From an optimization exercise on the open Yosys and OpenROAD flow, aimed at small area; shortcuts taken in it are not production practice.
Function was checked by simulation only, so behaviour that the tests miss may differ from the original.
No driver is modelled on the clock port, so clocking that relies on it looks cheaper here than on a real chip.
Power figures rest on the tool's default switching activity, not on a simulated workload.

Setup of run a:
==> flow/design.v <==
module sdram_controller (
    wr_addr,
    wr_data,
    wr_enable,
    rd_addr,
    rd_data,
    rd_ready,
    rd_enable,
    busy, rst_n, clk,
    addr, bank_addr, data_in, data_out, data_oe, clock_enable, cs_n, ras_n, cas_n, we_n,
    data_mask_low, data_mask_high
);
input  [23:0] wr_addr;
input  [15:0] wr_data;
input         wr_enable;
input  [23:0] rd_addr;
output [15:0] rd_data;
input         rd_enable;
output        rd_ready;
output        busy;
input         rst_n;
input         clk;
output [12:0] addr;
output [1:0]  bank_addr;
input  [15:0] data_in;
output [15:0] data_out;
output        data_oe;
output        clock_enable;
output        cs_n;
output        ras_n;
output        cas_n;
output        we_n;
output        data_mask_low;
output        data_mask_high;
localparam [9:0] S0  = 10'd363;    
localparam [9:0] SM11 = 10'd291;   
reg [12:0] row_n;      
wire [12:0] row_r = ~row_n;
reg [8:0]  col_n;      
reg [1:0]  bank_n;     
wire [8:0] col_r  = ~col_n;
wire [1:0] bank_r = ~bank_n;
reg [15:0] dq_n;       
wire [15:0] dq = ~dq_n;
reg [9:0]  rcnt_q;     
localparam [9:0] RMASK = 10'b1010101010;
wire [9:0] rcnt = rcnt_q ^ RMASK;
reg        ref_due;    
reg [1:0]  mode;
wire       acc = mode[1];               
wire       rd  = mode[0];               
wire       seq = ~mode[1] & mode[0];    
reg [2:0]  phase;
wire ph_in  = phase[2] ? (~phase[1] & phase[0]) : (phase[1] | ~phase[0]);
wire post   = acc & phase[2] & ~phase[0] & (~phase[1] | ~rd);    
wire act    = acc & (phase == 3'b000);
wire cas    = acc & (phase == 3'b101);
wire dec    = (mode == 2'b00) | post;          
wire [9:0] rcnt_next = {rcnt[8:0], rcnt[9] ^ rcnt[2]};
wire at518  = ~rcnt[8] & ~rcnt[7] & ~rcnt[4] & ~rcnt[3] & ~rcnt[1] & ~rcnt[0];
wire s_pall = seq & ~rcnt[4] & ~rcnt[3] & ~rcnt[2];                  
wire s_ref  = seq & ((~rcnt[6] & ~rcnt[5] & ~rcnt[4]) |
                     (~rcnt[9] & rcnt[7] & rcnt[4] & ~rcnt[2]));    
wire s_mrs  = seq & ~rcnt[4] & ~rcnt[2] & ~rcnt[1];                  
wire s_end  = ~rcnt[6] & rcnt[5] & ~rcnt[3] & rcnt[2];               
wire ld_rd = rd_enable;
wire ld_wr = ~rd_enable & wr_enable;
wire hold  = ~rd_enable & ~wr_enable;
wire dq_cap  = rd & ~dec;
wire dq_wr   = ~dq_cap & wr_enable;
wire dq_hold = ~dq_cap & ~wr_enable;
always @(posedge clk) begin
  {bank_n, col_n} <= ~(({11{ld_rd}} & {rd_addr[23:22], rd_addr[8:0]}) |
                     ({11{ld_wr}} & {wr_addr[23:22], wr_addr[8:0]}) |
                     ({11{hold}}  & {bank_r, col_r}));
  row_n <= ~(rd_enable ? rd_addr[21:9] : wr_addr[21:9]);
  dq_n <= ~(({16{dq_cap}} & data_in) |
            ({16{dq_wr}}  & wr_data) |
            ({16{dq_hold}} & dq));
  phase <= dec ? 3'b000 : {phase[1:0], ph_in};
  if (~rst_n) begin
    mode    <= 2'b01;
    ref_due <= 1'b0;
    rcnt_q  <= S0 ^ RMASK;
  end else if (dec & ref_due) begin
    mode    <= 2'b01;
    ref_due <= 1'b0;
    rcnt_q  <= SM11 ^ RMASK;
  end else begin
    if (dec)
      mode <= {rd_enable | wr_enable, rd_enable};
    else if (seq & s_end)
      mode <= 2'b00;
    if (at518)
      ref_due <= 1'b1;
    rcnt_q <= rcnt_next ^ RMASK;
  end
end
assign clock_enable = 1'b1;
assign cs_n  = 1'b0;
assign ras_n = ~(act | s_pall | s_ref | s_mrs);
assign cas_n = ~(cas | s_ref | s_mrs);
assign we_n  = ~((cas & ~rd) | s_pall | s_mrs);
assign data_oe  = cas & ~rd;
assign data_out = dq;
assign data_mask_low  = ~acc | post;
assign data_mask_high = ~acc | post;
assign busy     = acc & (phase != 3'd0);
assign rd_ready = post & rd;
assign rd_data  = dq;
assign bank_addr = bank_r & {2{acc}};
assign addr[12:11] = row_r[12:11] & {2{acc}};
assign addr[10]    = acc ? (row_r[10] | ~act) : rcnt[1];   
assign addr[9]     = row_r[9] | ~acc;
assign addr[8:0]   = acc ? (act ? row_r[8:0] : col_r) : 9'h030;
endmodule
export LEC_CHECK = 0
export CAP_MARGIN = 20
export CORE_MARGIN = 2
export CORE_UTILIZATION = 40
export PLACE_DENSITY = 0.6
export SLEW_MARGIN = 20
create_clock -name core_clock -period 7.5 [get_ports {clk}]
standard.sh (not shown) runs the stock make flow with config.mk's settings and CLKGATE_MAP_FILE= SYNTH_SCRIPT=/design/flow/synth_recipe.tcl, a recipe that flattens the netlist after the stock synthesis.
==> flow/flow/run.sh <==
#!/bin/bash
# The standard ORFS layout with three changes to how it is made:
#  - synthesis maps logic with an area-oriented ABC script (abc_area_map.script)
#    in place of ORFS's delay-oriented one; everything else in synthesis,
#    including the flip-flops and their names, is the standard synthesis;
#  - each port is buffered by the smallest buffer (buf_1);
#  - the clock tree uses clkbuf_4 and no dummy loads; after it is built,
#    post_cts.tcl upsizes the clock buffers whose output slew is high.
set -euo pipefail
rm -rf scripts_area
cp -r "$FLOW_HOME/scripts" scripts_area
cp flow/abc_area_map.script scripts_area/abc_speed.script
export SCRIPTS_DIR="$PWD/scripts_area"
export BUFFER_PORTS_ARGS="-buffer_cell sky130_fd_sc_hd__buf_1"
export POST_CTS_TCL="$PWD/flow/post_cts.tcl"
export CTS_ARGS="-sink_clustering_enable -repair_clock_nets -dont_use_dummy_load -buf_list sky130_fd_sc_hd__clkbuf_4"
bash standard.sh finish > flow_make.log 2>&1
==> flow/flow/abc_area_map.script <==
strash
dch
amap
topo
==> flow/flow/post_cts.tcl <==
estimate_parasitics -placement
set upsized 0
foreach inst [get_cells clkbuf_*] {
  set out [get_pins -of_objects $inst -filter "direction==output"]
  if {[get_property $out slew_max] > 0.11} {
    replace_cell $inst sky130_fd_sc_hd__clkbuf_8
    incr upsized
  }
}
puts "post_cts: upsized $upsized clock buffers"
if {$upsized > 0} {
  detailed_placement
  estimate_parasitics -placement
}
Run a | status: complete | timing, DRC, antenna: pass
diff inputs: run a => run b
==> flow/design.v <==
module sdram_controller (
    wr_addr,
    wr_data,
    wr_enable,
    rd_addr,
    rd_data,
    rd_ready,
    rd_enable,
    busy, rst_n, clk,
    addr, bank_addr, data_in, data_out, data_oe, clock_enable, cs_n, ras_n, cas_n, we_n,
    data_mask_low, data_mask_high
);
input  [23:0] wr_addr;
input  [15:0] wr_data;
input         wr_enable;
input  [23:0] rd_addr;
output [15:0] rd_data;
input         rd_enable;
output        rd_ready;
output        busy;
input         rst_n;
input         clk;
output [12:0] addr;
output [1:0]  bank_addr;
input  [15:0] data_in;
output [15:0] data_out;
output        data_oe;
output        clock_enable;
output        cs_n;
output        ras_n;
output        cas_n;
output        we_n;
output        data_mask_low;
output        data_mask_high;
localparam [9:0] S0  = 10'd363;    
localparam [9:0] SM11 = 10'd291;   
reg [12:0] row_n;      
wire [12:0] row_r = ~row_n;
reg [8:0]  col_n;      
reg [1:0]  bank_n;     
wire [8:0] col_r  = ~col_n;
wire [1:0] bank_r = ~bank_n;
reg [15:0] dq_n;       
wire [15:0] dq = ~dq_n;
reg [9:0]  rcnt_q;     
localparam [9:0] RMASK = 10'b1010101010;
wire [9:0] rcnt = rcnt_q ^ RMASK;
reg        ref_due;    
reg        seq;        
reg        acc;        
reg        rd;         
reg [2:0]  phase;
wire ph_in  = phase[2] ? (~phase[1] & phase[0]) : (phase[1] | ~phase[0]);
wire post   = acc & phase[2] & ~phase[0] & (~phase[1] | ~rd);    
wire act    = acc & (phase == 3'b000);
wire cas    = acc & (phase == 3'b101);
wire dec    = (~seq & ~acc) | post;             
wire [9:0] rcnt_next = {rcnt[8:0], rcnt[9] ^ rcnt[2]};
wire at518  = ~rcnt[8] & ~rcnt[7] & ~rcnt[4] & ~rcnt[3] & ~rcnt[1] & ~rcnt[0];
wire s_pall = seq & ~rcnt[4] & ~rcnt[3] & ~rcnt[2];                  
wire s_ref  = seq & ((~rcnt[6] & ~rcnt[5] & ~rcnt[4]) |
                     (~rcnt[9] & rcnt[7] & rcnt[4] & ~rcnt[2]));    
wire s_mrs  = seq & ~rcnt[4] & ~rcnt[2] & ~rcnt[1];                  
wire s_end  = ~rcnt[6] & rcnt[5] & ~rcnt[3] & rcnt[2];               
wire ld_rd = rd_enable;
wire ld_wr = ~rd_enable & wr_enable;
wire hold  = ~rd_enable & ~wr_enable;
wire dq_cap  = rd & ~dec;
wire dq_wr   = ~dq_cap & wr_enable;
wire dq_hold = ~dq_cap & ~wr_enable;
always @(posedge clk) begin
  {bank_n, col_n} <= ~(({11{ld_rd}} & {rd_addr[23:22], rd_addr[8:0]}) |
                     ({11{ld_wr}} & {wr_addr[23:22], wr_addr[8:0]}) |
                     ({11{hold}}  & {bank_r, col_r}));
  row_n <= ~(rd_enable ? rd_addr[21:9] : wr_addr[21:9]);
  dq_n <= ~(({16{dq_cap}} & data_in) |
            ({16{dq_wr}}  & wr_data) |
            ({16{dq_hold}} & dq));
  phase <= dec ? 3'b000 : {phase[1:0], ph_in};
  if (dec)
    rd <= rd_enable;
  if (~rst_n) begin
    seq     <= 1'b1;
    acc     <= 1'b0;
    ref_due <= 1'b0;
    rcnt_q  <= S0 ^ RMASK;
  end else if (dec & ref_due) begin
    seq     <= 1'b1;
    acc     <= 1'b0;
    ref_due <= 1'b0;
    rcnt_q  <= SM11 ^ RMASK;
  end else begin
    if (dec)
      acc <= rd_enable | wr_enable;
    if (s_end)
      seq <= 1'b0;
    if (at518)
      ref_due <= 1'b1;
    rcnt_q <= rcnt_next ^ RMASK;
  end
end
assign clock_enable = 1'b1;
assign cs_n  = 1'b0;
assign ras_n = ~(act | s_pall | s_ref | s_mrs);
assign cas_n = ~(cas | s_ref | s_mrs);
assign we_n  = ~((cas & ~rd) | s_pall | s_mrs);
assign data_oe  = cas & ~rd;
assign data_out = dq;
assign data_mask_low  = ~acc | post;
assign data_mask_high = ~acc | post;
assign busy     = acc & (phase != 3'd0);
assign rd_ready = post & rd;
assign rd_data  = dq;
assign bank_addr = bank_r & {2{acc}};
assign addr[12:11] = row_r[12:11] & {2{acc}};
assign addr[10]    = acc ? (row_r[10] | ~act) : rcnt[1];   
assign addr[9]     = row_r[9] | ~acc;
assign addr[8:0]   = acc ? (act ? row_r[8:0] : col_r) : 9'h030;
endmodule
Findings:
Diff run a -> run b: setup slack after placement increased by 0.13 ns relative to the old numbers, routed metal-1 wirelength now sits lower, portion of total power attributed to combinational logic lower, post-synthesis to final-layout area growth down 0.44 points.
Of the two values seen for source of the critical timing path, mode[1] was produced by run a and acc by run b.
Run b reached the end of the flow, and the finished layout is clean on the timing, design-rule and antenna checks.
Synthesis left run b with more flip-flops than run a.
Run b vs. run a: multi-input combinational cell area went down by 1.3%.

==> separate check: timing with driven ports <==
The flow's constraints put no driver on any port. The routed layouts listed below were extracted and timed again, unchanged, in two steps. Step 1, drivers: a clkbuf_16 drives clk and a buf_2 each remaining input, both assumed. Step 2, shift: input delay + t, output delay - t, t = (earliest + latest rising clock arrival at the registers) / 2. This alone moves slack from input paths to output paths. Three values: ideal ports, drivers, drivers and shift; two values: the first two.
| run | t (ns) | setup slack, ns | worst setup path after step 2 | slew at the worst register clock pin (ns) | worst slew at a driven data input, ns |
|---|---|---|---|---|---|
| run a | 0.358 | 3.921 / 3.896 / 4.255 | register to output | 0.09 / 0.09 | 0.05 |
| run b | 0.339 | 4.042 / 4.012 / 4.351 | register to output | 0.09 / 0.09 | 0.04 |
After both steps setup and hold are still met in every run listed.
